This design comes from an exercise in tuning for small area on the open sky130 flow, not from production work.
Where RTL was checked, it was by simulation tests only, not by an equivalence proof against the original.
Function not checked in runs 1 to 3 and 5 to 7: the RTL went through the layout flow alone.
No driver is modelled on the clock port, so clocking that relies on it looks cheaper here than on a real chip.
No activity file was given, so power comes from the tool's default toggle rates.

==> flow/design.v <==
module debounce(
    input  wire clk,        
    input  wire btn_in,     
    output reg  btn_out     
);
    reg [4:0] run;
    wire out_next = btn_out ^ run[4];
    wire differs  = btn_in ^ out_next;
    always @(posedge clk) begin
        btn_out <= out_next;
        if (differs)
            run <= {1'b0, run[3:0]} + 5'd1;
        else
            run <= 5'd0;
    end
endmodule
module clock_divider(
    input  wire clk_100MHz,  
    input  wire reset,       
    output wire clk_2Hz,
    output wire clk_1Hz,
    output wire clk_fast,
    output reg  clk_blink,
    output wire fast_tick    
);
    reg [4:0] p1;
    reg [4:0] p2;
    reg [3:0] q;
    reg [2:0] q5;
    wire p1_wrap = p1[4] & p1[3];    
    wire p2_wrap = p2[4] & p2[3];    
    wire q5_wrap = q5[2];            
    always @(posedge clk_100MHz) begin
      if (reset) begin
        p1 <= 5'd0;
        p2 <= 5'd0;
        q  <= 4'd0;
        q5 <= 3'd0;
        clk_blink <= 1'b0;
      end else begin
        p1 <= p1_wrap ? 5'd0 : p1 + 5'd1;
        if (p1_wrap) begin
          p2 <= p2_wrap ? 5'd0 : p2 + 5'd1;
          if (p2_wrap) begin
            q  <= q + 4'd1;
            q5 <= q5_wrap ? 3'd0 : q5 + 3'd1;
            if (q5_wrap)
              clk_blink <= ~clk_blink;
          end
        end
      end
    end
    assign clk_2Hz   = q[2];
    assign clk_1Hz   = q[3];
    assign clk_fast  = p2[0] ^ q[0];
    assign fast_tick = clk_fast & (p1 == 5'd0);
endmodule
module stopwatch(
    input  wire clk_100MHz,
    input  wire btn_reset,
    input  wire btn_pause,
    input  wire sw_adj,
    input  wire sw_sel,
    output reg  [6:0] seg,
    output reg  [3:0] an
);
  wire reset, pause, adjust, select;
  debounce db_reset (.clk(clk_100MHz), .btn_in(btn_reset), .btn_out(reset));
  debounce db_pause (.clk(clk_100MHz), .btn_in(btn_pause), .btn_out(pause));
  debounce db_adjust(.clk(clk_100MHz), .btn_in(sw_adj),    .btn_out(adjust));
  debounce db_select(.clk(clk_100MHz), .btn_in(sw_sel),    .btn_out(select));
  wire clk_2Hz, clk_1Hz, clk_fast, clk_blink, fast_tick;
  clock_divider clk_div_inst (
      .clk_100MHz(clk_100MHz),
      .reset(reset),
      .clk_2Hz(clk_2Hz),
      .clk_1Hz(clk_1Hz),
      .clk_fast(clk_fast),
      .clk_blink(clk_blink),
      .fast_tick(fast_tick)
  );
  reg minute_enable;
  wire sec_clk = (adjust &  select) ? clk_2Hz : clk_1Hz;
  wire min_clk = (adjust & ~select) ? clk_2Hz : minute_enable;
  reg sec_clk_q, min_clk_q;
  always @(posedge clk_100MHz) begin
      sec_clk_q <= sec_clk;
      min_clk_q <= min_clk;
  end
  wire sec_tick = sec_clk & ~sec_clk_q;
  wire min_tick = min_clk & ~min_clk_q;
  wire sec_pause = adjust ? ~select : pause;
  wire min_pause = adjust ?  select : pause;
  wire sec_en = sec_tick & ~sec_pause;
  wire min_en = min_tick & ~min_pause;
  reg [3:0] sec_ones, min_ones;
  reg [2:0] sec_tens, min_tens;
  wire sec_ones_wrap = (sec_ones == 4'd9);
  wire sec_tens_wrap = (sec_tens == 3'd5);
  wire min_ones_wrap = (min_ones == 4'd9);
  wire min_tens_wrap = (min_tens == 3'd5);
  always @(posedge clk_100MHz) begin
      if (reset) begin
          sec_ones <= 4'd0;
          sec_tens <= 3'd0;
          minute_enable <= 1'b0;
      end else begin
          if (sec_en) begin
              sec_ones <= sec_ones_wrap ? 4'd0 : sec_ones + 4'd1;
              if (sec_ones_wrap)
                  sec_tens <= sec_tens_wrap ? 3'd0 : sec_tens + 3'd1;
          end
          if (sec_tick)
              minute_enable <= sec_en & sec_ones_wrap & sec_tens_wrap;
      end
  end
  always @(posedge clk_100MHz) begin
      if (reset) begin
          min_ones <= 4'd0;
          min_tens <= 3'd0;
      end else if (min_en) begin
          min_ones <= min_ones_wrap ? 4'd0 : min_ones + 4'd1;
          if (min_ones_wrap)
              min_tens <= min_tens_wrap ? 3'd0 : min_tens + 3'd1;
      end
  end
  reg [1:0] digit_sel;
  always @(posedge clk_100MHz) begin
      if (reset)
          digit_sel <= 2'd0;
      else if (fast_tick)
          digit_sel <= digit_sel + 2'd1;
  end
  reg [3:0] digit;
  always @(*) begin
      case (digit_sel)
          2'd0: digit = {1'b0, min_tens};
          2'd1: digit = min_ones;
          2'd2: digit = {1'b0, sec_tens};
          default: digit = sec_ones;
      endcase
  end
  wire blank = adjust & (select == digit_sel[1]) & clk_blink;
  reg [6:0] seg_code;
  always @(*) begin
      case (digit)
          4'd0: seg_code = 7'b1000000;
          4'd1: seg_code = 7'b1111001;
          4'd2: seg_code = 7'b0100100;
          4'd3: seg_code = 7'b0110000;
          4'd4: seg_code = 7'b0011001;
          4'd5: seg_code = 7'b0010010;
          4'd6: seg_code = 7'b0000010;
          4'd7: seg_code = 7'b1111000;
          4'd8: seg_code = 7'b0000000;
          4'd9: seg_code = 7'b0010000;
          default: seg_code = 7'b1111111;
      endcase
  end
  always @(*) begin
      seg = blank ? 7'b1111111 : seg_code;
      case (digit_sel)
          2'd0: an = 4'b0111;
          2'd1: an = 4'b1011;
          2'd2: an = 4'b1101;
          default: an = 4'b1110;
      endcase
  end
endmodule
==> flow/run.sh <==
#!/bin/bash
# synth_recipe.tcl (not shown) runs the flow's synth.tcl, then flattens the netlist and writes it again
# the make line also repeats each setting of config.mk as NAME=value (left out here)
make -C /OpenROAD-flow-scripts/flow DESIGN_CONFIG=/design/flow/config.mk WORK_HOME=/design/flow/orfs CLKGATE_MAP_FILE= SYNTH_SCRIPT=/design/flow/synth_recipe.tcl finish
==> flow/config.mk <==
export PLATFORM = sky130hd
export DESIGN_NAME = stopwatch
export DESIGN_NICKNAME = stopwatch
export VERILOG_FILES = /design/flow/design.v
export SDC_FILE = /design/flow/constraint.sdc
export NUM_CORES = 4
export LEC_CHECK = 0
export CAP_MARGIN = 20
export CORE_MARGIN = 2
export CORE_UTILIZATION = 40
export PLACE_DENSITY = 0.6
export SLEW_MARGIN = 20
==> flow/constraint.sdc <==
create_clock -name core_clock -period 10.0 [get_ports {clk_100MHz}]
set_input_delay 2.0000 -clock core_clock [delete_from_list [all_inputs] [get_ports {clk_100MHz}]]
set_output_delay 2.0000 -clock core_clock [all_outputs]
set_load 0.01 [all_outputs]
==> out/qor.csv, run 1 <==
stage,metric,value,unit
global_route,grt_first_pass_wirelength,8280,µm
global_route,grt_overflow,0,
clocking,tritoncts,yes,
clocking,insertion_delay,0.34,ns
yosys,synthCells,320,
floorplan,die_y,87.4,µm
outcome,outcome,"complete, no violations",
global_route,grt_pass1_vias,1958,
sta,setup_violations,0,
setup_path,critPathMaxStageDelay,0.53,ns
yosys,synth_edf_count,0,
flow_run,cap_violations,0,
setup_path,reg2reg_slack,8.01,ns
clocking,cts.sinks,61,
detailed_routing,first_pass_iters,4,
hold_path,hold_path.class,register to register,
setup_path,endpoint_kind,primary output,
finish,final_cell_count_no_fill,425,
place,gp_congestion,0.855,
detailed_routing,drc,0,
sta,hold_violations,0,
sta,period_share,48.3,%
global_route,grt_use_met3,5.40,%
finish,nFillCells,662,
floorplan,start_util,41.2,%
floorplan,core,6760,µm²
global_route,antenna_found_initial,0,
global_route,top_usage_layer,met2,
yosys,synth_top_area_share,43.9,%
detailed_routing,routedWlPerCell,10.9,µm
hold_path,hold_depth,1,
finish,diodes,0,
setup_path,crit_type,register to primary output,
power,power.leakage,1.27,nW
setup_path,worstPathRequired,8.00,ns
yosys,synthArstFlopShare,0,%
yosys,synth_area_leaders,"dfxtp_1, nor2_1, ha_1",
yosys,yosysUniqueCellTypes,41,
global_route,grt_use_met1,17.4,%
finish,drive_gt1_share,7.54,%
setup_path,critPathMaxFanout,5,
clocking,clk_pin_slew_worst_paths,0.07,ns
sta,hold_slack,0.445,ns
sta,slew_headroom,65.0,%
setup_path,critPathBufInv,3,
place,dp.cells,409,
global_route,use_met2,21.3,%
clocking,h-tree-depth,3,
finish,multi_input_comb_area,1450,µm²
power,p_per_area,162,nW/µm²
floorplan,fp.dieW,87.4,µm
global_route,grt_start_max_net_pins,37,
detailed_routing,drt_wl_total,4650,µm
clocking,post-cts-setup-buffer-count,0,
finish,seq_area,1220,µm²
place,portBuffers,15,
detailed_routing,vias,2106,
global_route,grt_usage,13.9,%
floorplan,design.die.area,7640,µm²
yosys,ys_warn_count,3,
floorplan,rows,30,
yosys,synth_top_area_cell,dfxtp_1,
setup_path,startpoint_type,register,
detailed_routing,ant_nets,0,
yosys,seq_area_frac_synth,43.9,%
setup_path,cp_top_family,buffers and inverters,
setup_path,worstSetupPathDepth,10,
sta,drv_slew,0,
yosys,synth_top_flop_cell,dfxtp_1,
sta,worst_pin_slew,0.523,ns
clocking,cts_root_buf,clkbuf_8,
setup_path,crit_slowest_cell,clkdlybuf4s50_1,
sta,final.setup_skew,0.00819,ns
setup_path,cp_common_cell,nand2_1,
clocking,cts-hold-fix-buffers,0,
setup_path,rr_worst_depth,5,
sta,finalCriticalPeriod,4.83,ns
yosys,syn-num-nets,341,
setup_path,cp.arrival,2.83,ns
place,hpwl,3290,µm
yosys,syn_area,2780,µm²
detailed_routing,drt-initial-drc-count,112,
finish,syn_to_final_growth,15.6,%
setup_path,crit_path_cell_trace,"inv_1, ha_1, a222oi_1, mux2i_1, inv_1, ha_1, nand2_1, nand2_1, nand2_1, clkdlybuf4s50_1",
finish,finalNetCount,361,
clocking,numCtsBuffers,9,
sta,rsz0062_at_grt,no,
sta,fmax,0.207,GHz
clocking,cts.repair.resized,0,
clocking,cts_buffer_depth,2,
detailed_routing,routed_via_density,4.96,
power,irDropWorstVdd,0.132,mV
sta,tns,0,ns
floorplan,ios,16,
yosys,ys_ff_latch,61,
yosys,syn-mean-instance-area,8.70,µm²
power breakdown:
part	leakage, nW	internal [W]	switching, W
clock network	0.102	0.000128	0.0000955
registers	0.496	0.000256	0.00000984
logic	0.673	0.0000152	0.0000166
total	1.27	0.000400	0.000122
state kept, by name (all words and copies together), names as in the netlist, 2 cells and up:
register	count
db_pause.run	5
min_ones	4
clk_div_inst.q	4
clk_div_inst.p1	5
min_tens	3
db_select.run	5
clk_div_inst.p2	5
sec_ones	4
db_adjust.run	5
sec_tens	3
digit_sel	2
clk_div_inst.q5	3
db_reset.run	5
cells by family (layout without fill, tap and decap cells):
| family | Yosys count | after routing | share of synthesized area (%) |
|---|---|---|---|
| multiplexers | 7 | 7 | 2.61 |
| buffers and inverters | 29 | 54 | 4.18 |
| adder cells (fa/ha/maj) | 16 | 16 | 7.19 |
| AND/OR/NAND/NOR | 130 | 130 | 22.0 |
| AO/OA/AOI/OAI | 47 | 47 | 10.7 |
| XOR/XNOR | 30 | 30 | 9.44 |
| flip-flops | 61 | 61 | 43.9 |
through the flow:
| step | utilization (%) | power (W) | setup slack, ns | instance area (µm²) |
|---|---|---|---|---|
| after floorplan | - | 0.000296 | 6.13 | 2780 |
| after global placement | 44.5 | 0.000302 | 5.63 | 3010 |
| after detailed placement | 44.5 | 0.000303 | 5.53 | 3010 |
| after CTS | 47.6 | 0.000533 | 5.15 | 3220 |
| after global routing | 47.6 | 0.000550 | 4.82 | 3220 |
| final | 47.6 | 0.000522 | 5.17 | 3220 |
final timing paths:
| path | start | endpoint |
|---|---|---|
| worst max register to register | db_adjust.btn_out$_DFF_P_ | min_tens[2]$_SDFFE_PP0P_ |
| worst max-delay path | digit_sel[1]$_SDFFE_PP0P_ | seg[1] |
| worst min register to register | db_reset.run[0]$_SDFF_PN0_ | db_reset.run[0]$_SDFF_PN0_ |
| worst min-delay path | db_reset.run[0]$_SDFF_PN0_ | db_reset.run[0]$_SDFF_PN0_ |
routing by layer:
layer	share of wire, %	routed length [µm]
met1	51	2350
met4	1.5	72
met2	44	2060
met3	3.7	170
met5	0	0
cell usage after synthesis, types with 2 or more instances:
cell type,instances
dfxtp_1,61
nor2_1,57
o21ai_0,14
a21oi_1,18
and2_0,3
xnor2_1,17
ha_1,16
clkbuf_1,4
a222oi_1,3
nor3b_1,4
nor2b_1,3
nand2_1,29
a22oi_1,2
xor2_1,13
nor3_1,8
inv_1,21
nand2b_1,3
mux2i_1,5
buf_1,2
mux2_2,2
nand3b_1,3
o21a_1,2
nand3_1,12
area by class of cell:
class                   instances  share of cell area [%]
repair buffers                 16                    4.90
inverters                      22                    2.57
clock buffers                  11                    4.71
well taps                      80                    3.11
flip-flops and latches         61                    38.0
clock inverters                 5                    1.83
multi-input cells             230                    44.9
placed cells by master (no fill, tap or decap), types with 4 or more instances in the layout:
master / Yosys / routed
dfxtp_1: 61 / 61
nor2_1: 57 / 57
nand2_1: 29 / 29
inv_1: 21 / 21
a21oi_1: 18 / 18
xnor2_1: 17 / 17
ha_1: 16 / 16
clkdlybuf4s50_1: 0 / 15
o21ai_0: 14 / 14
xor2_1: 13 / 13
nand3_1: 12 / 12
clkbuf_8: 0 / 11
nor3_1: 8 / 8
mux2i_1: 5 / 5
nor3b_1: 4 / 4
==> inputs of run 2 (changes only) <==
--- a/flow/design.v
+++ b/flow/design.v
@@ -142,20 +142,14 @@
   end
   wire blank = adjust & (select == digit_sel[1]) & clk_blink;
-  reg [6:0] seg_code;
-  always @(*) begin
-      case (digit)
-          4'd0: seg_code = 7'b1000000;
-          4'd1: seg_code = 7'b1111001;
-          4'd2: seg_code = 7'b0100100;
-          4'd3: seg_code = 7'b0110000;
-          4'd4: seg_code = 7'b0011001;
-          4'd5: seg_code = 7'b0010010;
-          4'd6: seg_code = 7'b0000010;
-          4'd7: seg_code = 7'b1111000;
-          4'd8: seg_code = 7'b0000000;
-          4'd9: seg_code = 7'b0010000;
-          default: seg_code = 7'b1111111;
-      endcase
-  end
+  wire [3:0] d = digit;
+  wire [6:0] lit;
+  assign lit[0] = d[3] | d[1] | ~(d[2] ^ d[0]);
+  assign lit[1] = ~d[2] | ~(d[1] ^ d[0]);
+  assign lit[2] = d[2] | ~d[1] | d[0];
+  assign lit[3] = d[3] | (~d[2] & ~d[0]) | (d[1] & ~d[0]) | (~d[2] & d[1]) | (d[2] & ~d[1] & d[0]);
+  assign lit[4] = (~d[2] & ~d[0]) | (d[1] & ~d[0]);
+  assign lit[5] = d[3] | (~d[1] & ~d[0]) | (d[2] & ~d[1]) | (d[2] & ~d[0]);
+  assign lit[6] = d[3] | (d[2] ^ d[1]) | (d[1] & ~d[0]);
+  wire [6:0] seg_code = ~lit;
   always @(*) begin
       seg = blank ? 7'b1111111 : seg_code;
--- a/flow/config.mk
+++ b/flow/config.mk
@@ -9,4 +9,7 @@
 export CORE_MARGIN = 2
 export CORE_UTILIZATION = 40
+export CTS_BUF_LIST = sky130_fd_sc_hd__clkbuf_4 sky130_fd_sc_hd__clkbuf_8
+export CTS_CLUSTER_DIAMETER = 100
+export CTS_CLUSTER_SIZE = 40
 export PLACE_DENSITY = 0.6
 export SLEW_MARGIN = 20
==> out/qor.csv, run 2 <==
stage,metric,value,unit,change
outcome,outcome,"complete, no violations",,
clocking,cts_buffer_depth,2,,unchanged
clocking,clk_pin_slew_worst_paths,0.06,ns,about the same
clocking,h-tree-depth,3,,unchanged
yosys,synth_area_leaders,"dfxtp_1, ha_1, nor2_1",,
setup_path,cp.arrival,2.94,ns,+0.11 ns
finish,final_area,3250,µm²,+0.93%
setup_path,reg2reg_slack,8.22,ns,+0.21 ns
global_route,grt_overflow,0,,unchanged
global_route,grt_first_pass_wirelength,8250,µm,-0.34%
yosys,seq_area_frac_synth,43.3,%,-0.58 points
sta,fmax,0.202,GHz,-2.3%
sta,tns,0,ns,unchanged
detailed_routing,routed_via_density,4.86,,-2.0%
setup_path,critPathMaxFanout,5,,unchanged
finish,multi_input_comb_area,1490,µm²,+2.8%
setup_path,crit_type,register to primary output,,
sta,rsz0062_at_grt,no,,
yosys,synth_top_area_cell,dfxtp_1,,
detailed_routing,drt-initial-drc-count,91,,-19%
setup_path,worstPathRequired,8.00,ns,about the same
global_route,grt_pass1_vias,1847,,-5.7%
place,place_ws,5.37,ns,-0.156 ns
place,dpl_cell_area,3060,µm²,+1.7%
hold_path,hp-start,db_reset.run[4]$_SDFF_PN0_,,
yosys,ys_ff_latch,61,,unchanged
finish,finalNetCount,352,,-2.5%
detailed_routing,drt_wl_total,4780,µm,+2.8%
floorplan,start_util,41.5,%,+0.32 points
floorplan,core,6790,µm²,+0.56%
clocking,cts.repair.resized,0,,unchanged
sta,slew_headroom,67.7,%,+2.7 points
finish,drive_gt1_share,8.13,%,+0.60 points
clocking,post-cts-setup-buffer-count,0,,unchanged
yosys,synthMostInstantiatedCell,dfxtp_1,,
clocking,cts-hold-fix-buffers,0,,unchanged
yosys,syn-num-nets,333,,-2.3%
yosys,yosysUniqueCellTypes,49,,+20%
sta,finalCriticalPeriod,4.94,ns,+0.114 ns
detailed_routing,ant_nets,0,,unchanged
sta,worst_slack,5.06,ns,-0.114 ns
hold_path,hold_path.class,register to register,,
power,p_per_area,157,nW/µm²,-3.2%
floorplan,fp.dieW,88.0,µm,+0.64%
setup_path,crit_path_cell_trace,"inv_1, ha_1, a222oi_1, nand2_1, o21ai_0, inv_1, ha_1, nor3_1, a31o_2, clkdlybuf4s50_1",,
setup_path,r2r_start,db_adjust.btn_out$_DFF_P_,,
detailed_routing,first_pass_iters,4,,unchanged
clocking,numCtsBuffers,9,,unchanged
yosys,synth_top_flop_cell,dfxtp_1,,
power,irDropWorstVdd,0.110,mV,-17%
sta,final.setup_skew,0.00656,ns,-0.00162 ns
yosys,syn-mean-instance-area,9.10,µm²,+4.6%
sta,drv_slew,0,,unchanged
power,power.leakage,1.30,nW,+2.4%
setup_path,rr_worst_depth,4,,-1
sta,setup_violations,0,,unchanged
clocking,cts_root_buf,clkbuf_8,,
finish,nFillCells,659,,-0.45%
flow_run,cap_violations,0,,unchanged
place,portBuffers,15,,unchanged
yosys,synthCells,310,,-3.1%
finish,syn_to_final_growth,15.1,%,
floorplan,rows,30,,unchanged
yosys,synthArstFlopShare,0,%,unchanged
floorplan,ios,16,,unchanged
detailed_routing,vias,2078,,-1.3%
clocking,cts.sinks,61,,unchanged
global_route,grt_usage,13.9,%,-0.017 points
finish,seq_area,1220,µm²,unchanged
detailed_routing,routedWlPerCell,11.2,µm,+2.1%
setup_path,endpoint_kind,primary output,,
floorplan,die_y,88.0,µm,+0.64%
global_route,grt_start_max_net_pins,38,,+2.7%
clocking,tritoncts,yes,,
yosys,syn_area,2820,µm²,+1.3%
finish,diodes,0,,unchanged
sta,period_share,49.4,%,+1.1 points
finish,final_util,47.8,%,+0.18 points
setup_path,crit_slowest_cell,clkdlybuf4s50_1,,
sta,worst_pin_slew,0.479,ns,-0.0431 ns
place,gp_congestion,0.871,,+1.8%
clocking,insertion_delay,0.33,ns,about the same
place,hpwl,3400,µm,+3.2%
setup_path,startpoint_type,register,,
setup_path,r2r-end,min_ones[3]$_SDFFE_PP0P_,,
yosys,synth_top_area_share,43.3,%,-0.58 points
detailed_routing,drc,0,,unchanged
hold_path,whs_endpoint,db_reset.btn_out$_DFF_P_,,
setup_path,critPathMaxStageDelay,0.52,ns,about the same
floorplan,design.die.area,7740,µm²,+1.3%
hold_path,hold_depth,1,,unchanged
finish,layout_common_cells,"dfxtp_1, nor2_1, nand2_1, inv_1, a21oi_1",,
sta,hold_violations,0,,unchanged
yosys,synth_top_cells_by_count,"dfxtp_1, nor2_1, nand2_1, inv_1, a21oi_1",,
yosys,synth_edf_count,0,,unchanged
global_route,antenna_found_initial,0,,unchanged
finish,final_common_cell,dfxtp_1,,
yosys,ys_warn_count,3,,unchanged
## run 2: area by class of cell
cell class,instances,area share (%)
multi-input cells,221,45.7
flip-flops and latches,61,37.6
repair buffers,16,4.86
clock buffers,12,4.70
well taps,96,3.70
inverters,20,2.31
clock inverters,2,1.08
## run 2: logic make-up after synthesis
| logic type | count (synthesis) | share of synthesized area (%) |
|---|---|---|
| xor+xnor | 29 | 9.01 |
| simple gates | 118 | 21.4 |
| compound gates | 50 | 12.0 |
| mux | 6 | 2.22 |
| flops | 61 | 43.3 |
| buf+inv | 28 | 4.04 |
| fa+ha+maj | 18 | 7.99 |
## run 2: through the flow
step / hold WS (ns) / power (W) / cells
3_3_place_gp: 0.431 / 0.000304 / 414
2_1_floorplan: 0.418 / 0.000297 / 310
4_1_cts: 0.454 / 0.000519 / 428
3_5_place_dp: 0.439 / 0.000305 / 414
5_1_grt: 0.461 / 0.000535 / 428
6_report: 0.448 / 0.000509 / 428
## run 2: power breakdown
group | total [W] | switching (W) | internal, W
Sequential | 0.000267 | 0.0000108 | 0.000256
Clock | 0.000211 | 0.0000862 | 0.000124
Combinational | 0.0000319 | 0.0000165 | 0.0000154
Total | 0.000509 | 0.000114 | 0.000396
## run 2: worst max path at each step
stage	start	end	slack [ns]	cells after the start
3_5_place_dp	digit_sel[1]$_SDFFE_PP0P_	seg[3]	5.37	10
5_1_grt	digit_sel[1]$_SDFFE_PP0P_	seg[3]	4.74	10
2_1_floorplan	digit_sel[1]$_SDFFE_PP0P_	seg[5]	5.98	7
6_report	digit_sel[1]$_SDFFE_PP0P_	seg[3]	5.06	10
4_1_cts	digit_sel[1]$_SDFFE_PP0P_	seg[3]	5.00	10
3_3_place_gp	digit_sel[1]$_SDFFE_PP0P_	seg[3]	5.48	10
## run 2: routing by layer
layer	vias up	track usage, %	share of wire, %
li1	1091	-	-
met4	0	4.20	0.96
met3	4	6.41	4.0
met1	952	17.1	50
met2	31	21.8	45
met5	-	0	0
## run 2: critical path, delay by kind of cell, from the launching register on
family                     cells  cell delay [ns]
DFF                            1             0.40
AOI/OAI and AO/OA              3             0.73
buffers and inverters          3             0.75
and+or+nand+nor                2             0.27
adders and majority gates      2             0.48
==> inputs of run 3 (changes only) <==
==> flow/flow/run.sh (new file) <==
#!/bin/bash
# Own layout flow: the standard synthesis, then an area-oriented re-mapping
# of the combinational logic (registers untouched), then the standard ORFS
# steps with small port buffers and a compact clock tree.
set -euo pipefail
W=$PWD
R=$W/orfs/results/sky130hd/stopwatch/base
LIB=$FLOW_HOME/platforms/sky130hd/lib/sky130_fd_sc_hd__tt_025C_1v80.lib

bash standard.sh synth > $W/log_1_synth_standard.log 2>&1

cp $R/1_2_yosys.v $W/1_2_yosys_standard.v
LIB=$LIB IN=$W/1_2_yosys_standard.v OUT=$W/1_2_yosys_reopt.v ABC_SCRIPT=$W/flow/area.abc \
  yosys -c $W/flow/reopt.tcl > $W/log_1_reopt_yosys.log 2>&1
cp $W/1_2_yosys_reopt.v $R/1_2_yosys.v
touch $R/1_2_yosys.v

CTS="-sink_clustering_enable -repair_clock_nets -dont_use_dummy_load"
CTS="$CTS -sink_clustering_size ${SW_CTS_SIZE:-30} -sink_clustering_max_diameter ${SW_CTS_DIAM:-60}"
CTS="$CTS -buf_list ${SW_CTS_BUF:-sky130_fd_sc_hd__clkbuf_8}"
bash standard.sh "CTS_ARGS=$CTS" \
  "BUFFER_PORTS_ARGS=-buffer_cell sky130_fd_sc_hd__buf_1" \
  finish > $W/log_2_finish.log 2>&1
==> flow/flow/area.abc (new file) <==
strash; balance; rewrite; refactor; balance; rewrite; rewrite -z; balance; refactor -z; rewrite -z; balance; dch -f; amap; topo
==> flow/flow/reopt.tcl (new file) <==
# Re-map the combinational logic of the standard synthesis netlist for area.
# The flip-flop cells (and so their names and types) are kept as they are.
yosys read_liberty -ignore_miss_func $::env(LIB)
yosys read_verilog $::env(IN)
yosys hierarchy -top stopwatch
foreach ff {dfxtp_1 dfxtp_2 dfxtp_4} {
  yosys setattr -mod -set keep_hierarchy 1 sky130_fd_sc_hd__$ff
}
yosys flatten
yosys delete t:\$scopeinfo
yosys opt_clean
yosys abc -liberty $::env(LIB) -script $::env(ABC_SCRIPT) \
  -dont_use *lpflow* -dont_use *probe* -dont_use sky130_fd_sc_hd__clkbuf_* \
  -dont_use *clkinv* -dont_use *dlygate* -dont_use *dlymetal* -dont_use *clkdly*
yosys opt_clean -purge
yosys hilomap -singleton -hicell sky130_fd_sc_hd__conb_1 HI -locell sky130_fd_sc_hd__conb_1 LO
yosys splitnets
yosys opt_clean -purge
yosys stat -liberty $::env(LIB)
yosys select stopwatch
yosys write_verilog -noattr -nohex -nodec -selected $::env(OUT)
==> flow/standard.sh (new file) <==
#!/bin/bash
# synth_recipe.tcl (not shown) runs the flow's synth.tcl, then flattens the netlist and writes it again
# the make line also repeats each setting of config.mk as NAME=value (left out here)
make -C /OpenROAD-flow-scripts/flow DESIGN_CONFIG=/design/flow/config.mk WORK_HOME=/design/flow/orfs CLKGATE_MAP_FILE= SYNTH_SCRIPT=/design/flow/synth_recipe.tcl "${@:-finish}"
--- a/flow/config.mk
+++ b/flow/config.mk
@@ -9,7 +9,4 @@
 export CORE_MARGIN = 2
 export CORE_UTILIZATION = 40
-export CTS_BUF_LIST = sky130_fd_sc_hd__clkbuf_4 sky130_fd_sc_hd__clkbuf_8
-export CTS_CLUSTER_DIAMETER = 100
-export CTS_CLUSTER_SIZE = 40
 export PLACE_DENSITY = 0.6
 export SLEW_MARGIN = 20
removed: flow/run.sh
==> out/qor.csv, run 3 <==
stage,metric,value,unit,change
setup_path,r2r_start,db_reset.btn_out$_DFF_P_,,
clocking,post-cts-setup-buffer-count,0,,unchanged
clocking,cts_buffer_depth,2,,unchanged
setup_path,crit_path_cell_trace,"inv_1, nand2_1, nor2_1, o32ai_1, inv_1, o21ai_0, inv_1, o31ai_1, buf_1",,
detailed_routing,first_pass_iters,4,,unchanged
setup_path,critPathMaxFanout,8,,+3
clocking,tritoncts,yes,,
clocking,numCtsBuffers,9,,unchanged
clocking,cts.sinks,61,,unchanged
sta,fmax,0.243,GHz,+20%
hold_path,hp-start,clk_div_inst.p1[0]$_SDFF_PP0_,,
power,power.leakage,1.02,nW,-22%
setup_path,crit_path_start,digit_sel[1]$_SDFFE_PP0P_,,
setup_path,crit_type,register to primary output,,
floorplan,start_util,40.8,%,-0.72 points
detailed_routing,drt_wl_total,4400,µm,-7.9%
place,hpwl,3110,µm,-8.4%
detailed_routing,drc,0,,unchanged
floorplan,die_y,81.0,µm,-7.9%
finish,finalNetCount,333,,-5.4%
sta,hold_violations,0,,unchanged
setup_path,endpoint_kind,primary output,,
power,p_per_area,168,nW/µm²,+7.0%
finish,final_common_cell,dfxtp_1,,
global_route,grt_start_max_net_pins,21,,-45%
setup_path,cp.arrival,2.12,ns,-0.82 ns
floorplan,rows,28,,-6.7%
setup_path,cp_top_family,compound AO/OA/AOI/OAI gates,,
place,gp_congestion,0.718,,-18%
detailed_routing,routed_via_density,4.97,,+2.3%
finish,syn_to_final_growth,11.6,%,
setup_path,worstPathRequired,8.00,ns,about the same
power,irDropWorstVdd,0.0796,mV,-28%
clocking,cts.repair.resized,0,,unchanged
clocking,h-tree-depth,3,,unchanged
global_route,grt_first_pass_wirelength,7600,µm,-7.9%
setup_path,cp_common_cell,inv_1,,
place,portBuffers,15,,unchanged
clocking,clk_pin_slew_worst_paths,0.05,ns,about the same
setup_path,startpoint_type,register,,
detailed_routing,drt-initial-drc-count,116,,+27%
finish,diodes,0,,unchanged
detailed_routing,routedWlPerCell,11.0,µm,-1.7%
global_route,grt_pass1_vias,1786,,-3.3%
sta,period_share,41.2,%,-8.2 points
yosys,syn-mean-instance-area,7.86,µm²,-14%
detailed_routing,vias,1992,,-4.1%
outcome,outcome,"complete, no violations",,
global_route,grt_usage,15.3,%,+1.5 points
sta,drv_slew,0,,unchanged
yosys,synthCells,302,,-2.6%
setup_path,critPathBufInv,4,,+1
finish,layout_common_cells,"dfxtp_1, nor2_1, nand2_1, inv_1, o21ai_0",,
sta,final.setup_skew,0.0169,ns,+0.0103 ns
sta,setup_violations,0,,unchanged
yosys,syn_area,2370,µm²,-16%
floorplan,core,5820,µm²,-14%
yosys,syn-num-nets,307,,-7.8%
clocking,cts_root_buf,clkbuf_8,,
setup_path,crit_slowest_cell,dfxtp_1,,
flow_run,cap_violations,0,,unchanged
floorplan,ios,16,,unchanged
sta,finalCriticalPeriod,4.12,ns,-0.821 ns
clocking,cts-hold-fix-buffers,0,,unchanged
setup_path,critPathMaxStageDelay,0.44,ns,-0.08 ns
yosys,ys_warn_count,3,,unchanged
floorplan,design.die.area,6560,µm²,-15%
finish,final_util,45.5,%,-2.3 points
sta,tns,0,ns,unchanged
detailed_routing,ant_nets,0,,unchanged
global_route,antenna_found_initial,0,,unchanged
clocking,insertion_delay,0.34,ns,about the same
sta,rsz0062_at_grt,no,,
sta,slew_headroom,45.2,%,-22 points
finish,drive_gt1_share,2.76,%,-5.4 points
floorplan,fp.dieW,81.0,µm,-7.9%
hold_path,hold_path.class,register to register,,
sta,worst_pin_slew,0.820,ns,+0.341 ns
global_route,grt_overflow,0,,unchanged
[run 3: final cells by class]
class                      instances  area (µm²)
sequential                        61        1220
inverter                          35         131
fill                             600        3170
multi-input combinational        206        1020
tap                               75        93.8
timing repair buffer              15        56.3
clock buffer                       9         124
[run 3: through the flow]
| step | total power [W] | cells | worst slack, ns | hold WS [ns] | area, µm² |
|---|---|---|---|---|---|
| 6_report | 0.000444 | 401 | 5.88 | 0.441 | 2650 |
| 3_5_place_dp | 0.000288 | 392 | 6.24 | 0.427 | 2520 |
| 3_3_place_gp | 0.000288 | 392 | 6.29 | 0.428 | 2520 |
| 2_1_floorplan | 0.000282 | 302 | 6.40 | 0.409 | 2370 |
| 5_1_grt | 0.000465 | 401 | 5.58 | 0.467 | 2650 |
| 4_1_cts | 0.000449 | 401 | 5.88 | 0.436 | 2650 |
[run 3: power by group]
| part | switching, W | internal [W] |
|---|---|---|
| registers | 0.00000839 | 0.000254 |
| clock network | 0.0000817 | 0.0000798 |
| logic | 0.0000122 | 0.00000783 |
| total | 0.000102 | 0.000342 |
[run 3: worst paths after layout]
check                             endpoint  cells past startpoint  slack [ns]
max reg2reg     db_reset.run[2]$_SDFF_PN0_                      5        7.76
min          clk_div_inst.p1[0]$_SDFF_PP0_                      1        0.44
min reg2reg  clk_div_inst.p1[0]$_SDFF_PP0_                      1        0.44
max                                 seg[5]                      9        5.88
[run 3: routing by layer]
metal	vias up	share of wire, %	global-route usage (%)
li1	1083	-	-
met1	876	51	19.3
met2	27	43	22.8
met3	6	4.6	7.11
met4	0	0.82	5.93
met5	-	0	0
==> inputs of run 4 (changes only) <==
--- a/flow/design.v
+++ b/flow/design.v
@@ -21,5 +21,5 @@
     output wire clk_1Hz,
     output wire clk_fast,
-    output reg  clk_blink,
+    output wire clk_blink,
     output wire fast_tick    
 );
@@ -37,5 +37,4 @@
         q  <= 4'd0;
         q5 <= 3'd0;
-        clk_blink <= 1'b0;
       end else begin
         p1 <= p1_wrap ? 5'd0 : p1 + 5'd1;
@@ -45,6 +44,4 @@
             q  <= q + 4'd1;
             q5 <= q5_wrap ? 3'd0 : q5 + 3'd1;
-            if (q5_wrap)
-              clk_blink <= ~clk_blink;
           end
         end
@@ -54,4 +51,5 @@
     assign clk_1Hz   = q[3];
     assign clk_fast  = p2[0] ^ q[0];
+    assign clk_blink = q[0] ^ q5[0];
     assign fast_tick = clk_fast & (p1 == 5'd0);
 endmodule
--- a/flow/flow/run.sh
+++ b/flow/flow/run.sh
@@ -1,6 +1,7 @@
 #!/bin/bash
 # Own layout flow: the standard synthesis, then an area-oriented re-mapping
-# of the combinational logic (registers untouched), then the standard ORFS
-# steps with small port buffers and a compact clock tree.
+# of its combinational logic (the registers are kept as they are), then the
+# standard ORFS steps with minimum-size port buffers and a clock tree of
+# small clock buffers.
 set -euo pipefail
 W=$PWD
@@ -17,6 +18,5 @@
 
 CTS="-sink_clustering_enable -repair_clock_nets -dont_use_dummy_load"
-CTS="$CTS -sink_clustering_size ${SW_CTS_SIZE:-30} -sink_clustering_max_diameter ${SW_CTS_DIAM:-60}"
-CTS="$CTS -buf_list ${SW_CTS_BUF:-sky130_fd_sc_hd__clkbuf_8}"
+CTS="$CTS -buf_list sky130_fd_sc_hd__clkbuf_4"
 bash standard.sh "CTS_ARGS=$CTS" \
   "BUFFER_PORTS_ARGS=-buffer_cell sky130_fd_sc_hd__buf_1" \
==> flow/flow/area.abc (replaced) <==
strash; &get -n; &deepsyn -T 30; &put; dch -f; amap; topo
==> out/qor.csv, run 4 <==
stage,metric,value,unit,change
outcome,outcome,"complete, no violations",,
place,portBuffers,15,,unchanged
place,gp_congestion,0.774,,+7.8%
setup_path,cp.arrival,2.18,ns,+0.06 ns
sta,hold_violations,0,,unchanged
floorplan,die_y,79.4,µm,-2.0%
clocking,cts_root_buf,clkbuf_4,,
finish,finalNetCount,319,,-4.2%
sta,fmax,0.239,GHz,-1.5%
global_route,grt_overflow,0,,unchanged
detailed_routing,routed_via_density,4.78,,-3.9%
hold_path,hold_path.class,register to register,,
floorplan,rows,27,,-3.6%
global_route,grt_first_pass_wirelength,7180,µm,-5.5%
clocking,cts.sinks,60,,-1.6%
finish,final_common_cell,nor2_1,,
yosys,syn-mean-instance-area,7.89,µm²,+0.44%
global_route,grt_pass1_vias,1645,,-7.9%
finish,syn_to_final_growth,9.42,%,
setup_path,crit_type,register to primary output,,
global_route,grt_use_met1,19.3,%,about the same
clocking,clk_pin_slew_worst_paths,0.10,ns,+0.05 ns
global_route,top_usage_layer,met2,,
global_route,grt_use_met3,3.73,%,-3.4 points
global_route,antenna_found_initial,0,,unchanged
detailed_routing,routedWlPerCell,10.5,µm,-4.5%
floorplan,fp.dieW,79.4,µm,-2.0%
floorplan,core,5510,µm²,-5.3%
sta,slew_headroom,52.9,%,+7.7 points
yosys,syn-num-nets,293,,-4.6%
clocking,cts-hold-fix-buffers,0,,unchanged
sta,finalCriticalPeriod,4.18,ns,+0.0611 ns
finish,diodes,0,,unchanged
global_route,grt_usage,14.6,%,-0.72 points
clocking,insertion_delay,0.38,ns,+0.04 ns
yosys,ys_warn_count,3,,unchanged
power,p_per_area,157,nW/µm²,-6.7%
sta,final.setup_skew,0.0236,ns,+0.00669 ns
sta,rsz0062_at_grt,no,,
floorplan,start_util,41.3,%,+0.47 points
clocking,cts.repair.resized,0,,unchanged
clocking,tritoncts,yes,,
place,hpwl,2960,µm,-5.0%
finish,layout_common_cells,"nor2_1, dfxtp_1, inv_1, nand2_1, nor3_1",,
finish,drive_gt1_share,2.88,%,+0.12 points
floorplan,design.die.area,6300,µm²,-4.0%
sta,hold_slack,0.444,ns,+0.00281 ns
detailed_routing,ant_nets,0,,unchanged
clocking,h-tree-depth,3,,unchanged
setup_path,endpoint_kind,primary output,,
detailed_routing,first_pass_iters,4,,unchanged
detailed_routing,drt_wl_total,4020,µm,-8.6%
power,irDropWorstVdd,0.0880,mV,+11%
detailed_routing,drc,0,,unchanged
flow_run,cap_violations,0,,unchanged
sta,setup_violations,0,,unchanged
setup_path,critPathMaxFanout,5,,-3
sta,drv_slew,0,,unchanged
sta,worst_pin_slew,0.705,ns,-0.115 ns
global_route,use_met2,21.4,%,-1.4 points
detailed_routing,drt-initial-drc-count,64,,-45%
clocking,numCtsBuffers,9,,unchanged
sta,tns,0,ns,unchanged
clocking,cts_buffer_depth,2,,unchanged
clocking,post-cts-setup-buffer-count,0,,unchanged
floorplan,ios,16,,unchanged
sta,period_share,41.8,%,+0.61 points
global_route,grt_start_max_net_pins,19,,-9.5%
setup_path,startpoint_type,register,,
yosys,synthCells,288,,-4.6%
yosys,syn_area,2270,µm²,-4.2%
detailed_routing,vias,1834,,-7.9%
setup_path,worstPathRequired,8.00,ns,about the same
power,power.leakage,0.975,nW,-4.1%
-- run 4: power by group --
group / switching, W / internal, W
clock network: 0.0000699 / 0.0000418
registers: 0.00000794 / 0.000250
logic: 0.0000118 / 0.00000812
-- run 4: final timing paths --
| path | startpoint | to | slack (ns) | cells past startpoint |
|---|---|---|---|---|
| worst min register to register | clk_div_inst.p1[0]$_SDFF_PP0_ | clk_div_inst.p1[0]$_SDFF_PP0_ | 0.44 | 1 |
| worst max-delay path | digit_sel[1]$_SDFFE_PP0P_ | seg[3] | 5.82 | 10 |
| worst min-delay path | clk_div_inst.p1[0]$_SDFF_PP0_ | clk_div_inst.p1[0]$_SDFF_PP0_ | 0.44 | 1 |
| worst max register to register | db_adjust.btn_out$_DFF_P_ | min_tens[1]$_SDFFE_PP0P_ | 7.69 | 13 |
-- run 4: final cells by class --
class                      instances  area (µm²)
timing repair buffer              15        56.3
sequential                        60        1200
inverter                          30         113
clock buffer                       9        67.6
fill                             548        3020
multi-input combinational        198         958
tap                               72        90.1
-- run 4: stage by stage --
step	util [%]	cells	instance area (µm²)	setup slack, ns	total power [W]
final	45.1	384	2490	5.82	0.000389
after global routing	45.1	384	2490	5.57	0.000410
after detailed placement	43.9	375	2420	6.24	0.000283
after global placement	43.9	375	2420	6.29	0.000283
after CTS	45.1	384	2490	5.82	0.000398
after floorplan	-	288	2270	6.46	0.000277
-- run 4: per-layer routing --
layer	wire length [µm]	vias up
li1	-	1021
met1	2040	773
met2	1730	34
met3	193	6
met5	0	-
met4	50	0
-- run 4: critical path: stages (launching register included) --
cell and delay, ns:
dfxtp_1 0.40, inv_1 0.11, nand2_1 0.16, o22ai_1 0.10, nor2_1 0.26, o21ai_0 0.17, nand2_1 0.10, inv_1 0.05
nor3_1 0.19, or2_0 0.13, buf_1 0.15
==> inputs of run 5 (changes only) <==
--- a/flow/design.v
+++ b/flow/design.v
@@ -21,5 +21,5 @@
     output wire clk_1Hz,
     output wire clk_fast,
-    output wire clk_blink,
+    output reg  clk_blink,
     output wire fast_tick    
 );
@@ -37,4 +37,5 @@
         q  <= 4'd0;
         q5 <= 3'd0;
+        clk_blink <= 1'b0;
       end else begin
         p1 <= p1_wrap ? 5'd0 : p1 + 5'd1;
@@ -44,4 +45,6 @@
             q  <= q + 4'd1;
             q5 <= q5_wrap ? 3'd0 : q5 + 3'd1;
+            if (q5_wrap)
+              clk_blink <= ~clk_blink;
           end
         end
@@ -51,5 +54,4 @@
     assign clk_1Hz   = q[3];
     assign clk_fast  = p2[0] ^ q[0];
-    assign clk_blink = q[0] ^ q5[0];
     assign fast_tick = clk_fast & (p1 == 5'd0);
 endmodule
==> flow/flow/run.sh (replaced) <==
#!/bin/bash
# Own layout flow: the standard synthesis, then an area-oriented re-mapping
# of the combinational logic (registers untouched), then the standard ORFS
# steps with small port buffers and a compact clock tree.
set -euo pipefail
W=$PWD
R=$W/orfs/results/sky130hd/stopwatch/base
LIB=$FLOW_HOME/platforms/sky130hd/lib/sky130_fd_sc_hd__tt_025C_1v80.lib

bash standard.sh synth > $W/log_1_synth_standard.log 2>&1

cp $R/1_2_yosys.v $W/1_2_yosys_standard.v
LIB=$LIB IN=$W/1_2_yosys_standard.v OUT=$W/1_2_yosys_reopt.v ABC_SCRIPT=$W/flow/area.abc \
  yosys -c $W/flow/reopt.tcl > $W/log_1_reopt_yosys.log 2>&1
cp $W/1_2_yosys_reopt.v $R/1_2_yosys.v
touch $R/1_2_yosys.v

export SW_CLOCK_BUFFER=${SW_CLOCK_BUFFER:-sky130_fd_sc_hd__clkbuf_16}
bash standard.sh "PRE_CTS_TCL=$W/flow/cts_hook.tcl" \
  "BUFFER_PORTS_ARGS=-buffer_cell sky130_fd_sc_hd__buf_1" \
  finish > $W/log_2_finish.log 2>&1
==> flow/flow/cts_hook.tcl (new file) <==
# Clock distribution for a design this small: one clock buffer, placed at
# the centroid of the flip-flops, drives every flip-flop clock pin. This
# replaces TritonCTS's H-tree (which builds several levels of buffers).
rename clock_tree_synthesis tritoncts_clock_tree_synthesis
proc clock_tree_synthesis { args } {
  set block [ord::get_db_block]
  set sx 0
  set sy 0
  set n 0
  foreach inst [$block getInsts] {
    if { [[$inst getMaster] isSequential] } {
      set bbox [$inst getBBox]
      set sx [expr { $sx + ([$bbox xMin] + [$bbox xMax]) / 2 }]
      set sy [expr { $sy + ([$bbox yMin] + [$bbox yMax]) / 2 }]
      incr n
    }
  }
  set dbu [$block getDbUnitsPerMicron]
  set x [expr { double($sx) / $n / $dbu }]
  set y [expr { double($sy) / $n / $dbu }]
  puts "Clock buffer at ($x, $y) for $n flip-flops"
  insert_buffer -buffer_cell $::env(SW_CLOCK_BUFFER) -net clk_100MHz \
    -location [list $x $y] -buffer_name clkbuf_root -net_name clk_root
  [[$block findNet clk_root] setSigType CLOCK]
  [[$block findNet clk_100MHz] setSigType CLOCK]
  set_propagated_clock [all_clocks]
}
==> out/qor.csv, run 5 <==
stage,metric,value,unit,change
outcome,outcome,stopped before the end,,
outcome,haltStage,4_1_cts,,
outcome,run.stop_error,"Error: cts.tcl, 36 invalid command name ""NULL""",,
yosys,ys_warn_count,3,,unchanged
yosys,synthCells,287,,-0.35%
yosys,syn-mean-instance-area,8.04,µm²,+2.0%
place,portBuffers,15,,unchanged
floorplan,rows,27,,unchanged
place,hpwl,3010,µm,+1.9%
floorplan,start_util,41.7,%,+0.40 points
floorplan,ios,16,,unchanged
yosys,syn_area,2310,µm²,+1.6%
floorplan,fp.dieW,80.0,µm,+0.76%
place,gp_congestion,0.785,,+1.5%
floorplan,die_y,80.0,µm,+0.76%
place,dpl_cell_area,2450,µm²,+1.5%
yosys,syn-num-nets,292,,-0.34%
## run 5: per-stage QoR
stage	setup WS [ns]	cells
floorplan	5.99	287
global placement	6.11	374
detailed placement	6.02	374
## run 5: worst min path at each step
stage                                  startpoint                             to  slack, ns  cells after the start
floorplan           clk_div_inst.p1[0]$_SDFF_PP0_  clk_div_inst.p1[0]$_SDFF_PP0_       0.41                      1
global placement    clk_div_inst.p1[0]$_SDFF_PP0_  clk_div_inst.p1[0]$_SDFF_PP0_       0.43                      1
detailed placement  clk_div_inst.p1[0]$_SDFF_PP0_  clk_div_inst.p1[0]$_SDFF_PP0_       0.43                      1
## run 5: power groups by stage
stage	Sequential (W)	Clock (W)	Combinational [W]
detailed placement	0.000268	0	0.0000217
floorplan	0.000265	0	0.0000173
global placement	0.000267	0	0.0000211
==> inputs of run 6 (changes only) <==
--- a/flow/design.v
+++ b/flow/design.v
@@ -21,5 +21,5 @@
     output wire clk_1Hz,
     output wire clk_fast,
-    output reg  clk_blink,
+    output wire clk_blink,
     output wire fast_tick    
 );
@@ -37,5 +37,4 @@
         q  <= 4'd0;
         q5 <= 3'd0;
-        clk_blink <= 1'b0;
       end else begin
         p1 <= p1_wrap ? 5'd0 : p1 + 5'd1;
@@ -45,6 +44,4 @@
             q  <= q + 4'd1;
             q5 <= q5_wrap ? 3'd0 : q5 + 3'd1;
-            if (q5_wrap)
-              clk_blink <= ~clk_blink;
           end
         end
@@ -54,4 +51,5 @@
     assign clk_1Hz   = q[3];
     assign clk_fast  = p2[0] ^ q[0];
+    assign clk_blink = q[0] ^ q5[0];
     assign fast_tick = clk_fast & (p1 == 5'd0);
 endmodule
@@ -94,20 +92,41 @@
   wire sec_en = sec_tick & ~sec_pause;
   wire min_en = min_tick & ~min_pause;
+  function [3:0] ones_next(input [3:0] c);
+      begin
+          ones_next[0] = (~c[0]);
+          ones_next[1] = (~c[0] & c[1]) | (c[0] & ~c[1] & ~c[3]);
+          ones_next[2] = (~c[0] & c[2]) | (c[0] & c[1] & ~c[2]) | (~c[1] & c[2]);
+          ones_next[3] = (c[0] & c[1] & c[2]) | (~c[0] & c[3]);
+      end
+  endfunction
+  function [2:0] tens_next(input [2:0] c);
+      begin
+          tens_next[0] = (~c[0]);
+          tens_next[1] = (c[0] & ~c[1] & ~c[2]) | (~c[0] & c[1]);
+          tens_next[2] = (c[0] & c[1]) | (~c[0] & c[2]);
+      end
+  endfunction
+  function ones_last(input [3:0] c);
+      ones_last = (c[0] & c[3]);
+  endfunction
+  function tens_last(input [2:0] c);
+      tens_last = (c[0] & c[2]);
+  endfunction
   reg [3:0] sec_ones, min_ones;
   reg [2:0] sec_tens, min_tens;
-  wire sec_ones_wrap = (sec_ones == 4'd9);
-  wire sec_tens_wrap = (sec_tens == 3'd5);
-  wire min_ones_wrap = (min_ones == 4'd9);
-  wire min_tens_wrap = (min_tens == 3'd5);
+  wire sec_ones_wrap = ones_last(sec_ones);
+  wire sec_tens_wrap = tens_last(sec_tens);
+  wire min_ones_wrap = ones_last(min_ones);
+  wire min_tens_wrap = tens_last(min_tens);
   always @(posedge clk_100MHz) begin
       if (reset) begin
-          sec_ones <= 4'd0;
-          sec_tens <= 3'd0;
+          sec_ones <= 4'b0000;
+          sec_tens <= 3'b000;
           minute_enable <= 1'b0;
       end else begin
           if (sec_en) begin
-              sec_ones <= sec_ones_wrap ? 4'd0 : sec_ones + 4'd1;
+              sec_ones <= ones_next(sec_ones);
               if (sec_ones_wrap)
-                  sec_tens <= sec_tens_wrap ? 3'd0 : sec_tens + 3'd1;
+                  sec_tens <= tens_next(sec_tens);
           end
           if (sec_tick)
@@ -117,10 +136,10 @@
   always @(posedge clk_100MHz) begin
       if (reset) begin
-          min_ones <= 4'd0;
-          min_tens <= 3'd0;
+          min_ones <= 4'b0000;
+          min_tens <= 3'b000;
       end else if (min_en) begin
-          min_ones <= min_ones_wrap ? 4'd0 : min_ones + 4'd1;
+          min_ones <= ones_next(min_ones);
           if (min_ones_wrap)
-              min_tens <= min_tens_wrap ? 3'd0 : min_tens + 3'd1;
+              min_tens <= tens_next(min_tens);
       end
   end
@@ -132,4 +151,5 @@
           digit_sel <= digit_sel + 2'd1;
   end
+  wire blank = adjust & (select == digit_sel[1]) & clk_blink;
   reg [3:0] digit;
   always @(*) begin
@@ -141,14 +161,12 @@
       endcase
   end
-  wire blank = adjust & (select == digit_sel[1]) & clk_blink;
-  wire [3:0] d = digit;
   wire [6:0] lit;
-  assign lit[0] = d[3] | d[1] | ~(d[2] ^ d[0]);
-  assign lit[1] = ~d[2] | ~(d[1] ^ d[0]);
-  assign lit[2] = d[2] | ~d[1] | d[0];
-  assign lit[3] = d[3] | (~d[2] & ~d[0]) | (d[1] & ~d[0]) | (~d[2] & d[1]) | (d[2] & ~d[1] & d[0]);
-  assign lit[4] = (~d[2] & ~d[0]) | (d[1] & ~d[0]);
-  assign lit[5] = d[3] | (~d[1] & ~d[0]) | (d[2] & ~d[1]) | (d[2] & ~d[0]);
-  assign lit[6] = d[3] | (d[2] ^ d[1]) | (d[1] & ~d[0]);
+  assign lit[0] = (digit[3]) | (digit[0] & digit[2]) | (~digit[0] & ~digit[2]) | (digit[1]);
+  assign lit[1] = (~digit[0] & ~digit[1]) | (~digit[2]) | (digit[0] & digit[1]);
+  assign lit[2] = (~digit[1]) | (digit[2]) | (digit[0]);
+  assign lit[3] = (digit[1] & ~digit[2]) | (~digit[0] & ~digit[2]) | (~digit[0] & digit[1]) | (digit[0] & ~digit[1] & digit[2]) | (digit[3]);
+  assign lit[4] = (~digit[0] & ~digit[2]) | (~digit[0] & digit[1]);
+  assign lit[5] = (~digit[1] & digit[2]) | (~digit[0] & digit[2]) | (~digit[0] & ~digit[1]) | (digit[3]);
+  assign lit[6] = (~digit[0] & digit[2]) | (digit[1] & ~digit[2]) | (~digit[1] & digit[2]) | (digit[3]);
   wire [6:0] seg_code = ~lit;
   always @(*) begin
==> flow/flow/run.sh (replaced) <==
#!/bin/bash
# Own layout flow: the standard synthesis, then an area-oriented re-mapping
# of its combinational logic (the registers are kept as they are), then the
# standard ORFS steps with minimum-size port buffers and a clock tree of
# small clock buffers.
set -euo pipefail
W=$PWD
R=$W/orfs/results/sky130hd/stopwatch/base
LIB=$FLOW_HOME/platforms/sky130hd/lib/sky130_fd_sc_hd__tt_025C_1v80.lib

bash standard.sh synth > $W/log_1_synth_standard.log 2>&1
cp $R/1_2_yosys.v $W/1_2_yosys_standard.v

# Re-map with ABC: SAT-based AIG optimisation (&deepsyn) with several seeds,
# each mapped two ways; keep the smallest netlist.
mkdir -p $W/reopt
run_one() {
  local tag=$1 seed=$2 mapper=$3
  echo "strash; &get -n; &deepsyn -T 20 -S $seed; &put; $mapper; topo" > $W/reopt/$tag.abc
  LIB=$LIB IN=$W/1_2_yosys_standard.v OUT=$W/reopt/$tag.v ABC_SCRIPT=$W/reopt/$tag.abc \
    yosys -c $W/flow/reopt.tcl > $W/log_1_reopt_$tag.log 2>&1 || true
}
for seeds in "1 2" "3 4"; do
  for seed in $seeds; do
    run_one s${seed}_dchf $seed "dch -f; amap" &
    run_one s${seed}_dch $seed "dch; amap" &
  done
  wait
done
best=""
best_area=1e30
for log in $W/log_1_reopt_*.log; do
  tag=${log#$W/log_1_reopt_}
  tag=${tag%.log}
  area=$(grep "Chip area for top module" $log | tail -1 | awk '{print $NF}')
  [[ -n "$area" && -s $W/reopt/$tag.v ]] || continue
  echo "$tag $area" >> $W/reopt/areas.txt
  if awk -v a=$area -v b=$best_area 'BEGIN{exit !(a < b)}'; then
    best=$tag
    best_area=$area
  fi
done
echo "chosen: $best $best_area" >> $W/reopt/areas.txt
if [[ -n "$best" ]]; then
  cp $W/reopt/$best.v $R/1_2_yosys.v
  touch $R/1_2_yosys.v
fi

CTS="-sink_clustering_enable -repair_clock_nets -dont_use_dummy_load"
CTS="$CTS -buf_list sky130_fd_sc_hd__clkbuf_4"
bash standard.sh "CTS_ARGS=$CTS" \
  "BUFFER_PORTS_ARGS=-buffer_cell sky130_fd_sc_hd__buf_1" \
  finish > $W/log_2_finish.log 2>&1
removed: flow/flow/area.abc
removed: flow/flow/cts_hook.tcl
==> out/qor.csv, run 6 <==
stage,metric,value,unit,change
outcome,outcome,"complete, no violations",,
clocking,post-cts-setup-buffer-count,0,,
setup_path,critPathMaxFanout,5,,
setup_path,critPathMaxStageDelay,0.39,ns,
global_route,grt_first_pass_wirelength,6920,µm,
global_route,grt_usage,14.3,%,
sta,period_share,41.1,%,
sta,worst_pin_slew,0.638,ns,
clocking,cts_root_buf,clkbuf_4,,
clocking,cts-hold-fix-buffers,0,,
sta,hold_violations,0,,
sta,drv_slew,0,,
sta,setup_violations,0,,
detailed_routing,vias,1792,,
detailed_routing,drt-initial-drc-count,53,,
setup_path,crit_type,register to primary output,,
clocking,clk_pin_slew_worst_paths,0.08,ns,
finish,diodes,0,,
setup_path,crit_slowest_cell,dfxtp_1,,
power,p_int,0.000300,W,
setup_path,startpoint_type,register,,
global_route,grt_overflow,0,,
sta,fmax,0.243,GHz,
setup_path,endpoint_kind,primary output,,
setup_path,rr_worst_depth,5,,
hold_path,hold_path.class,register to register,,
place,hpwl,2900,µm,-4.0%
sta,finalCriticalPeriod,4.11,ns,
detailed_routing,drt_wl_total,3890,µm,
hold_path,hold_depth,2,,
setup_path,cp_top_family,compound AO/OA/AOI/OAI gates,,
floorplan,ios,16,,unchanged
yosys,syn-num-nets,279,,-4.5%
global_route,antenna_found_initial,0,,
setup_path,r2r-end,db_reset.run[1]$_SDFF_PN0_,,
setup_path,worstPathRequired,8.00,ns,
setup_path,critPathBufInv,2,,
yosys,syn-mean-instance-area,8.14,µm²,+1.2%
sta,slew_headroom,57.4,%,
clocking,tritoncts,yes,,
detailed_routing,routedWlPerCell,10.5,µm,
clocking,cts.sinks,60,,
power,p_sw,0.0000906,W,
setup_path,reg2reg_slack,7.99,ns,
floorplan,rows,27,,unchanged
global_route,grt_pass1_vias,1651,,
finish,layout_common_cells,"dfxtp_1, nor2_1, nand2_1, inv_1, nor3_1",,
finish,drive_gt1_share,3.02,%,
setup_path,cp_common_cell,a21oi_1,,
finish,syn_to_final_growth,9.60,%,
floorplan,die_y,78.7,µm,-1.6%
sta,tns,0,ns,
floorplan,design.die.area,6190,µm²,
clocking,cts.repair.resized,0,,
yosys,ys_warn_count,3,,unchanged
power,p_per_area,160,nW/µm²,
floorplan,start_util,41.0,%,-0.67 points
clocking,numCtsBuffers,9,,
power,irDropWorstVdd,0.0754,mV,
power,p_clk_share,28.7,%,
floorplan,core,5440,µm²,
place,gp_congestion,0.748,,-4.8%
detailed_routing,drc,0,,
detailed_routing,first_pass_iters,5,,
sta,final.setup_skew,0.0241,ns,
setup_path,crit_path_cell_trace,"inv_1, nand2_1, o22a_1, o221ai_1, a21oi_1, a21oi_1, o21a_1, o22ai_1, buf_1",,
finish,finalNetCount,305,,
power,comb_power_share,5.2,%,
sta,rsz0062_at_grt,no,,
yosys,syn_area,2230,µm²,-3.4%
clocking,h-tree-depth,3,,
hold_path,hp-start,db_adjust.run[3]$_SDFF_PN0_,,
hold_path,whs_endpoint,db_adjust.run[4]$_SDFF_PN0_,,
power,power_frac_seq,66.2,%,
global_route,grt_start_max_net_pins,19,,
power,power.leakage,0.935,nW,
finish,final_common_cell,dfxtp_1,,
flow_run,cap_violations,0,,
detailed_routing,routed_via_density,4.84,,
floorplan,fp.dieW,78.7,µm,-1.6%
yosys,synthCells,274,,-4.5%
power,sw_frac_of_total,23.2,%,
detailed_routing,ant_nets,0,,
finish,nFillCells,573,,
setup_path,r2r_start,db_reset.btn_out$_DFF_P_,,
setup_path,cp.arrival,2.11,ns,
clocking,cts_buffer_depth,2,,
place,dpl_cell_area,2380,µm²,-3.2%
clocking,insertion_delay,0.39,ns,
finish,final_area,2440,µm²,
place,portBuffers,15,,unchanged
run 6: power by group through the flow:
stage,Sequential [W],Clock [W],Combinational [W]
global route,0.000261,0.000129,0.0000242
finish,0.000259,0.000112,0.0000202
floorplan,0.000262,0,0.0000167
global placement,0.000264,0,0.0000201
detailed placement,0.000264,0,0.0000207
CTS,0.000259,0.000118,0.0000206
run 6: how the worst max path moves through the flow:
stage                                    from      to  slack (ns)  cells past startpoint
finish              digit_sel[1]$_SDFFE_PP0P_  seg[3]        5.89                      9
global route        digit_sel[1]$_SDFFE_PP0P_  seg[6]        5.60                      8
CTS                 digit_sel[1]$_SDFFE_PP0P_  seg[3]        5.89                      9
detailed placement  digit_sel[1]$_SDFFE_PP0P_  seg[3]        6.31                      9
global placement    digit_sel[1]$_SDFFE_PP0P_  seg[3]        6.40                      9
floorplan           digit_sel[1]$_SDFFE_PP0P_  seg[6]        6.48                      7
run 6: final cells by class:
class,count,area [µm²],area share (%)
Clock buffer,9,67.6,2.76
Inverter,28,105,4.30
Multi-Input combinational cell,186,923,37.8
Sequential cell,60,1200,49.2
Tap cell,72,90.1,3.69
Timing Repair Buffer,15,56.3,2.30
run 6: stage by stage:
step	power, W	setup WS [ns]	std cells	hold WS [ns]	util, %
final	0.000391	5.89	370	0.450	44.9
after global routing	0.000414	5.60	370	0.474	44.9
after CTS	0.000398	5.89	370	0.451	44.9
after detailed placement	0.000285	6.31	361	0.440	43.7
after global placement	0.000284	6.40	361	0.434	43.7
after floorplan	0.000279	6.48	274	0.418	-
run 6: metal layers:
metal	global-route usage (%)	share of wire, %	vias to the layer above
li1	-	-	988
met1	17.4	52	759
met2	21.5	41	31
met3	4.02	3.8	14
met4	10.0	3.4	0
met5	0	0	-
run 6: worst reg2reg max path: cells and delay by family, from the launching register on:
kind                   cells  cell delay, ns
DFF                        1            0.73
buffers and inverters      1            0.34
and+or+nand+nor            2            0.23
AOI/OAI and AO/OA          2            0.57
==> inputs of run 7 (changes only) <==
--- a/flow/config.mk
+++ b/flow/config.mk
@@ -8,5 +8,5 @@
 export CAP_MARGIN = 20
 export CORE_MARGIN = 2
-export CORE_UTILIZATION = 40
-export PLACE_DENSITY = 0.6
+export CORE_UTILIZATION = 70
+export PLACE_DENSITY = 0.85
 export SLEW_MARGIN = 20
==> out/qor.csv, run 7 <==
stage,metric,value,unit,change
outcome,outcome,"complete, no violations",,
place,gp_congestion,0.813,,+8.7%
yosys,synthCells,274,,unchanged
clocking,cts-hold-fix-buffers,0,,unchanged
sta,finalCriticalPeriod,4.09,ns,-0.0139 ns
sta,final.setup_skew,0.0143,ns,-0.00982 ns
finish,final_util,78.9,%,+34 points
sta,tns,0,ns,unchanged
power,irDropWorstVdd,0.115,mV,+53%
finish,finalNetCount,305,,unchanged
finish,layout_common_cells,"dfxtp_1, nor2_1, nand2_1, inv_1, nor3_1",,
finish,final_cell_count_no_fill,342,,-7.6%
setup_path,crit_type,register to primary output,,
clocking,cts_root_buf,clkbuf_4,,
sta,rsz0062_at_grt,no,,
finish,syn_to_final_growth,8.02,%,
clocking,insertion_delay,0.39,ns,about the same
clocking,cts.repair.resized,0,,unchanged
finish,nFillCells,219,,-62%
setup_path,cp.arrival,2.09,ns,-0.02 ns
detailed_routing,drc,0,,unchanged
setup_path,endpoint_kind,primary output,,
clocking,numCtsBuffers,9,,unchanged
place,hpwl,2750,µm,-5.1%
setup_path,critPathMaxFanout,5,,unchanged
sta,setup_violations,0,,unchanged
sta,hold_violations,0,,unchanged
floorplan,design.die.area,3650,µm²,-41%
flow_run,cap_violations,0,,unchanged
clocking,h-tree-depth,3,,unchanged
yosys,syn-num-nets,279,,unchanged
global_route,grt_overflow,0,,unchanged
place,portBuffers,15,,unchanged
detailed_routing,routedWlPerCell,11.0,µm,+5.1%
sta,period_share,40.9,%,-0.14 points
global_route,grt_start_max_net_pins,19,,unchanged
floorplan,rows,20,,-26%
finish,final_common_cell,dfxtp_1,,
clocking,clk_pin_slew_worst_paths,0.09,ns,about the same
floorplan,ios,16,,unchanged
yosys,syn_area,2230,µm²,unchanged
setup_path,cp_common_cell,a21oi_1,,
clocking,post-cts-setup-buffer-count,0,,unchanged
finish,diodes,0,,unchanged
clocking,tritoncts,yes,,
setup_path,worstPathRequired,8.00,ns,about the same
place,place_ws,6.36,ns,+0.0450 ns
floorplan,die_y,60.4,µm,-23%
place,dp.cells,333,,-7.8%
clocking,cts_buffer_depth,2,,unchanged
floorplan,start_util,73.0,%,+32 points
sta,drv_slew,0,,unchanged
sta,slew_headroom,59.5,%,+2.1 points
sta,worst_pin_slew,0.606,ns,-0.0312 ns
setup_path,startpoint_type,register,,
floorplan,core,3050,µm²,-44%
detailed_routing,routed_via_density,5.41,,+12%
global_route,antenna_found_initial,0,,unchanged
yosys,syn-mean-instance-area,8.14,µm²,unchanged
setup_path,critPathMaxStageDelay,0.38,ns,about the same
yosys,ys_warn_count,3,,unchanged
detailed_routing,ant_nets,0,,unchanged
detailed_routing,drt-initial-drc-count,113,,+110%
power,power.total,0.000393,W,+0.54%
floorplan,fp.dieW,60.4,µm,-23%
setup_path,crit_slowest_cell,dfxtp_1,,
hold_path,hold_path.class,register to register,,
power,power.leakage,0.935,nW,unchanged
detailed_routing,first_pass_iters,4,,-1
finish,drive_gt1_share,3.02,%,unchanged
global_route,grt_usage,24.4,%,+10 points
detailed_routing,drt_wl_total,3780,µm,-2.9%
setup_path,reg2reg_slack,7.91,ns,-0.08 ns
detailed_routing,vias,1849,,+3.2%
setup_path,crit_path_cell_trace,"inv_1, nand2_1, o22a_1, o221ai_1, a21oi_1, a21oi_1, o21a_1, o22ai_1, buf_1",,
global_route,grt_pass1_vias,1594,,-3.5%
clocking,cts.sinks,60,,unchanged
power,p_per_area,163,nW/µm²,+2.0%
sta,fmax,0.244,GHz,+0.34%
global_route,grt_first_pass_wirelength,6440,µm,-6.9%
sta,worst_slack,5.91,ns,+0.0139 ns
==> run 7: worst paths after layout <==
check / from / endpoint / cells after the start
worst max register to register: db_reset.btn_out$_DFF_P_ / db_reset.run[1]$_SDFF_PN0_ / 5
worst max-delay path: digit_sel[1]$_SDFFE_PP0P_ / seg[3] / 9
worst min register to register: db_reset.run[3]$_SDFF_PN0_ / db_reset.run[4]$_SDFF_PN0_ / 2
worst min-delay path: db_reset.run[3]$_SDFF_PN0_ / db_reset.run[4]$_SDFF_PN0_ / 2
==> run 7: critical path, delay by kind of cell, from the launching register on <==
family                 cells  cell delay [ns]
buffers and inverters      2             0.27
flip-flops                 1             0.38
AO/OA/AOI/OAI              6             0.91
AND/OR/NAND/NOR            1             0.15
==> run 7: report_power, final <==
group | switching (W) | internal [W]
sequential | 0.00000842 | 0.000250
combinational | 0.0000127 | 0.00000819
clock | 0.0000718 | 0.0000417
total | 0.0000929 | 0.000300
==> run 7: per-stage QoR <==
stage	hold WS, ns	cell area, µm²
final	0.451	2410
after global routing	0.477	2410
after CTS	0.453	2410
after detailed placement	0.439	2340
after global placement	0.430	2340
after floorplan	0.418	2230
==> run 7: layer usage <==
| metal | global-route usage [%] | vias up | wire length, µm |
|---|---|---|---|
| met5 | 0 | - | 0 |
| met4 | 10.6 | 0 | 82 |
| met3 | 10.2 | 11 | 201 |
| met2 | 37.1 | 31 | 1640 |
| met1 | 30.5 | 815 | 1860 |
| li1 | - | 992 | - |
==> run 7: layout make-up <==
cell class                 instances  area (µm²)  share of cell area [%]
multi-input combinational        186         923                    38.3
timing repair buffer              15        56.3                    2.34
clock buffer                       9        67.6                    2.81
sequential                        60        1200                    49.9
inverter                          28         105                    4.36
tap                               44        55.1                    2.29

## static timing again, ports no longer ideal
How much do the figures lean on ideal ports? The routed layouts below were timed once more, with nothing changed but the port constraints. Step 1, drivers: a clkbuf_16 drives clk_100MHz and a buf_2 each remaining input, both assumed. Step 2 also shifts input and output timing later by t, the mid clock arrival at the registers, as if the neighbouring blocks saw the same clock. a / b / c = ideal ports / drivers / drivers and shift; a / b = the first two.
| run | t, ns | slack for setup (ns) | hold WS [ns] | clock arrival spread, ns | cell pins on the clock port's net |
|---|---|---|---|---|---|
| run 1 | 0.359 | 5.172 / 5.147 / 5.507 | 0.445 / 0.445 / 0.445 | 0.008 / 0.009 | 1 |
| run 2 | 0.351 | 5.058 / 5.031 / 5.382 | 0.448 / 0.448 / 0.448 | 0.006 / 0.007 | 1 |
| run 3 | 0.360 | 5.879 / 5.852 / 6.213 | 0.441 / 0.441 / 0.441 | 0.017 / 0.017 | 1 |
| run 4 | 0.398 | 5.818 / 5.791 / 6.189 | 0.444 / 0.444 / 0.444 | 0.024 / 0.024 | 1 |
| run 6 | 0.396 | 5.893 / 5.869 / 6.265 | 0.450 / 0.450 / 0.450 | 0.035 / 0.034 | 1 |
| run 7 | 0.411 | 5.907 / 5.883 / 6.294 | 0.451 / 0.451 / 0.451 | 0.016 / 0.016 | 1 |
After both steps every run listed still meets setup and hold.
